Source: an optimization exercise on an open RTL-to-GDS flow (aim: small area and a short achievable clock period). Production flows keep margins and buffers that such runs may drop.
Only simulation tests tie the RTL to the original design; equivalence was not proved.
Power figures rest on the tool's default switching activity, not on a simulated workload.

## run A
// MIPS_cpu
module MIPS_cpu(
    input clock,
    input reset,
    output [31:0] imem_addr,
    input [31:0] imem_rdata,
    output [31:0] dmem_addr,
    output [31:0] dmem_wdata,
    output dmem_we,
    input [31:0] dmem_rdata,
    output wb_en,
    output [4:0] wb_addr,
    output [31:0] wb_data
    );
    reg  [31:0] pc;           
    reg  [31:0] pc_d;         
    reg  [31:0] ir;           
    reg  [31:0] sel_a, sel_b;  
    reg  [31:0] ones;         
    integer n;
    always @(*) begin
        ones = {pc[30:0], 1'b1};
        for (n = 1; n < 32; n = n * 2)
            ones = ones & ((ones << n) | ((32'd1 << n) - 32'd1));
    end
    wire [31:0] pc_inc = pc ^ ones;
    wire [31:0] pc_next;
    reg  [31:0] a_q, b_q;     
    reg         z_q;          
    reg  [4:0]  k_q;          
    reg         x_rw, x_we, x_ld, x_add, x_slt, x_cg;
    reg  [3:0]  x_tt;         
    reg         x_shl, x_shr, x_slc, x_src;
    reg         x_bz, x_bnz, x_jmp, x_jmr;
    reg  [4:0]  x_wa;
    reg         carry_q;
    reg         cin_q;        
    reg         wb_en_q;
    reg  [4:0]  wb_addr_q;
    reg  [31:0] wb_data_q;
    assign imem_addr  = pc;
    assign dmem_addr  = a_q;
    assign dmem_wdata = b_q;
    assign dmem_we    = x_we;
    assign wb_en      = wb_en_q;
    assign wb_addr    = wb_addr_q;
    assign wb_data    = wb_data_q;
    function [31:0] onehot(input [4:0] r);
        reg byp;
        integer k;
        begin
            byp = x_rw & (x_wa != 5'd0) & (x_wa == r);
            for (k = 1; k < 32; k = k + 1)
                onehot[k-1] = (r == k) & ~byp;
            onehot[31] = byp;
        end
    endfunction
    always @(posedge clock) begin
        if (reset) begin
            pc <= 32'd0;
            ir[31:25] <= 7'd0;
        end else begin
            pc <= pc_next;
            ir[31:25] <= imem_rdata[31:25];
        end
        ir[24:0] <= imem_rdata[24:0];
        sel_a <= onehot(imem_rdata[19:15]);
        sel_b <= onehot(imem_rdata[14:10]);
        pc_d <= pc_inc;
    end
    wire [6:0]  op  = ir[31:25];
    wire [4:0]  fd  = ir[24:20];
    wire [14:0] imm = ir[14:0];
  ...
Size in the first run: ~3,800 cells after synthesis, ~200 I/O pins.
clock: 8.0 ns
lec_check: 0
cap_margin: 30
core_margin: 2
core_utilization: 40
cts_cluster_diameter: 100
cts_cluster_size: 20
setup_slack_margin: 5
slew_margin: 30
synth_hierarchical: 1
standard.sh (not shown) runs the stock make flow with config.mk's settings and CLKGATE_MAP_FILE= SYNTH_SCRIPT=/design/flow/synth_recipe.tcl, a recipe that flattens the netlist after the stock synthesis.
==> flow/flow/run.sh <==
#!/bin/bash
# Layout flow: the standard flow (standard.sh), run in two parts.
#  1. synthesis, unchanged;
#  2. floorplan to final layout with the delay cells (dlygate*, clkdlybuf*,
#     dlymetal*) added to the platform's don't-use list, so that port
#     buffers and repair buffers are plain buffers that timing repair can
#     resize.
# Each part's full output goes to its own log file here.
set -euo pipefail
DU="$(cat flow/dont_use.txt)"
bash standard.sh synth > synth.log 2>&1
bash standard.sh "DONT_USE_CELLS=$DU" finish > layout.log 2>&1
==> flow/flow/dont_use.txt <==
sky130_fd_sc_hd__probe_p_8 sky130_fd_sc_hd__probec_p_8 sky130_fd_sc_hd__lpflow_bleeder_1 sky130_fd_sc_hd__lpflow_clkbufkapwr_1 sky130_fd_sc_hd__lpflow_clkbufkapwr_16 sky130_fd_sc_hd__lpflow_clkbufkapwr_2 sky130_fd_sc_hd__lpflow_clkbufkapwr_4 sky130_fd_sc_hd__lpflow_clkbufkapwr_8 sky130_fd_sc_hd__lpflow_clkinvkapwr_1 sky130_fd_sc_hd__lpflow_clkinvkapwr_16 sky130_fd_sc_hd__lpflow_clkinvkapwr_2 sky130_fd_sc_hd__lpflow_clkinvkapwr_4 sky130_fd_sc_hd__lpflow_clkinvkapwr_8 sky130_fd_sc_hd__lpflow_decapkapwr_12 sky130_fd_sc_hd__lpflow_decapkapwr_3 sky130_fd_sc_hd__lpflow_decapkapwr_4 sky130_fd_sc_hd__lpflow_decapkapwr_6 sky130_fd_sc_hd__lpflow_decapkapwr_8 sky130_fd_sc_hd__lpflow_inputiso0n_1 sky130_fd_sc_hd__lpflow_inputiso0p_1 sky130_fd_sc_hd__lpflow_inputiso1n_1 sky130_fd_sc_hd__lpflow_inputiso1p_1 sky130_fd_sc_hd__lpflow_inputisolatch_1 sky130_fd_sc_hd__lpflow_isobufsrc_1 sky130_fd_sc_hd__lpflow_isobufsrc_16 sky130_fd_sc_hd__lpflow_isobufsrc_2 sky130_fd_sc_hd__lpflow_isobufsrc_4 sky130_fd_sc_hd__lpflow_isobufsrc_8 sky130_fd_sc_hd__lpflow_isobufsrckapwr_16 sky130_fd_sc_hd__lpflow_lsbuf_lh_hl_isowell_tap_1 sky130_fd_sc_hd__lpflow_lsbuf_lh_hl_isowell_tap_2 sky130_fd_sc_hd__lpflow_lsbuf_lh_hl_isowell_tap_4 sky130_fd_sc_hd__lpflow_lsbuf_lh_isowell_4 sky130_fd_sc_hd__lpflow_lsbuf_lh_isowell_tap_1 sky130_fd_sc_hd__lpflow_lsbuf_lh_isowell_tap_2 sky130_fd_sc_hd__lpflow_lsbuf_lh_isowell_tap_4 sky130_fd_sc_hd__clkdlybuf4s15_1 sky130_fd_sc_hd__clkdlybuf4s15_2 sky130_fd_sc_hd__clkdlybuf4s18_1 sky130_fd_sc_hd__clkdlybuf4s18_2 sky130_fd_sc_hd__clkdlybuf4s25_1 sky130_fd_sc_hd__clkdlybuf4s25_2 sky130_fd_sc_hd__clkdlybuf4s50_1 sky130_fd_sc_hd__clkdlybuf4s50_2 sky130_fd_sc_hd__dlygate4sd1_1 sky130_fd_sc_hd__dlygate4sd2_1 sky130_fd_sc_hd__dlygate4sd3_1 sky130_fd_sc_hd__dlymetal6s2s_1 sky130_fd_sc_hd__dlymetal6s4s_1 sky130_fd_sc_hd__dlymetal6s6s_1
Per the final summary, run A finished and its layout is clean on timing, DRC and antenna.
What run B does differently from run A at the input level:
Settings: changing CORE_UTILIZATION from 40 to 45.
==> flow/flow/run.sh <==
#!/bin/bash
# Layout flow: the standard flow (standard.sh), run in two parts.
#  1. synthesis, unchanged;
#  2. floorplan to final layout, with
#     - the delay cells (dlygate*, clkdlybuf*, dlymetal*) added to the
#       platform's don't-use list, so that port buffers and repair buffers
#       are plain buffers that timing repair can resize;
set -euo pipefail
DU="$(cat flow/dont_use.txt)"
bash standard.sh synth > synth.log 2>&1
bash standard.sh "DONT_USE_CELLS=$DU" SETUP_SLACK_MARGIN=5.15 finish > layout.log 2>&1
## What came out
- Both conditions hold for run B: the flow ran to the end and the final layout passed the timing, DRC and antenna checks.
- | cell area power density | higher: run A |
- Run B has more setup slack than run A.
- Delta (run B minus run A): cell count of the worst reg-to-reg path down 3, horizontal die dimension went down 5.7%.
- Run B — critical path depth 3 lower, run A as reference
What run C does differently from run B at the input level:
==> flow/flow/run.sh <==
#!/bin/bash
# Layout flow: the standard flow (standard.sh), run in two parts.
#  1. synthesis, unchanged;
#  2. floorplan to final layout with the delay cells (dlygate*, clkdlybuf*,
#     dlymetal*) added to the platform's don't-use list, so that port
#     buffers and repair buffers are plain buffers that timing repair can
#     resize.
# Each part's full output goes to its own log file here.
set -euo pipefail
DU="$(cat flow/dont_use.txt)"
bash standard.sh synth > synth.log 2>&1
bash standard.sh "DONT_USE_CELLS=$DU" finish > layout.log 2>&1
## What came out
In run C relative to run B, power of the combinational group had gone down by more than 10%. Part of the total power dissipated in sequential elements is lower on run B. Setup WNS run B -> run C: worse. In run C relative to run B, total power draw had gone down by a few percent. Compared with run B, in run C peak per-stage delay on the critical path fell 0.49 ns, final area fell about 3.6%.

## afterwards: timing with drivers on the ports
The flow's constraints put no driver on any port. The routed layouts listed below were extracted and timed again, unchanged, in two steps. Step 1 (the two cells are an assumption about what drives the block):
set clk [get_ports {clock}]
set_driving_cell -lib_cell sky130_fd_sc_hd__clkbuf_16 $clk
set_driving_cell -lib_cell sky130_fd_sc_hd__buf_2 [delete_from_list [all_inputs] $clk]
Step 2, shift: input delay + t, output delay - t, t = (earliest + latest rising clock arrival at the registers) / 2. This alone moves slack from input paths to output paths. a / b / c = ideal / step 1 / step 2; a / b = the first two.
run | t, ns | slack for setup (ns) | hold WS [ns] | worst register clock-pin slew, ns | worst data-port slew with drivers (ns)
run A | 0.795 | 4.860 / 4.860 / 4.132 | 0.325 / 0.325 / 0.325 | 0.09 / 0.09 | 0.12
run B | 0.785 | 4.995 / 4.939 / 4.417 | 0.331 / 0.331 / 0.331 | 0.09 / 0.09 | 0.05
run C | 0.759 | 4.947 / 4.880 / 4.175 | 0.322 / 0.322 / 0.322 | 0.10 / 0.10 | 0.15
After both steps every run listed still meets setup and hold. The setup slack of run C, which loses most, moves by -0.067 ns with the drivers and by -0.772 ns with both steps.
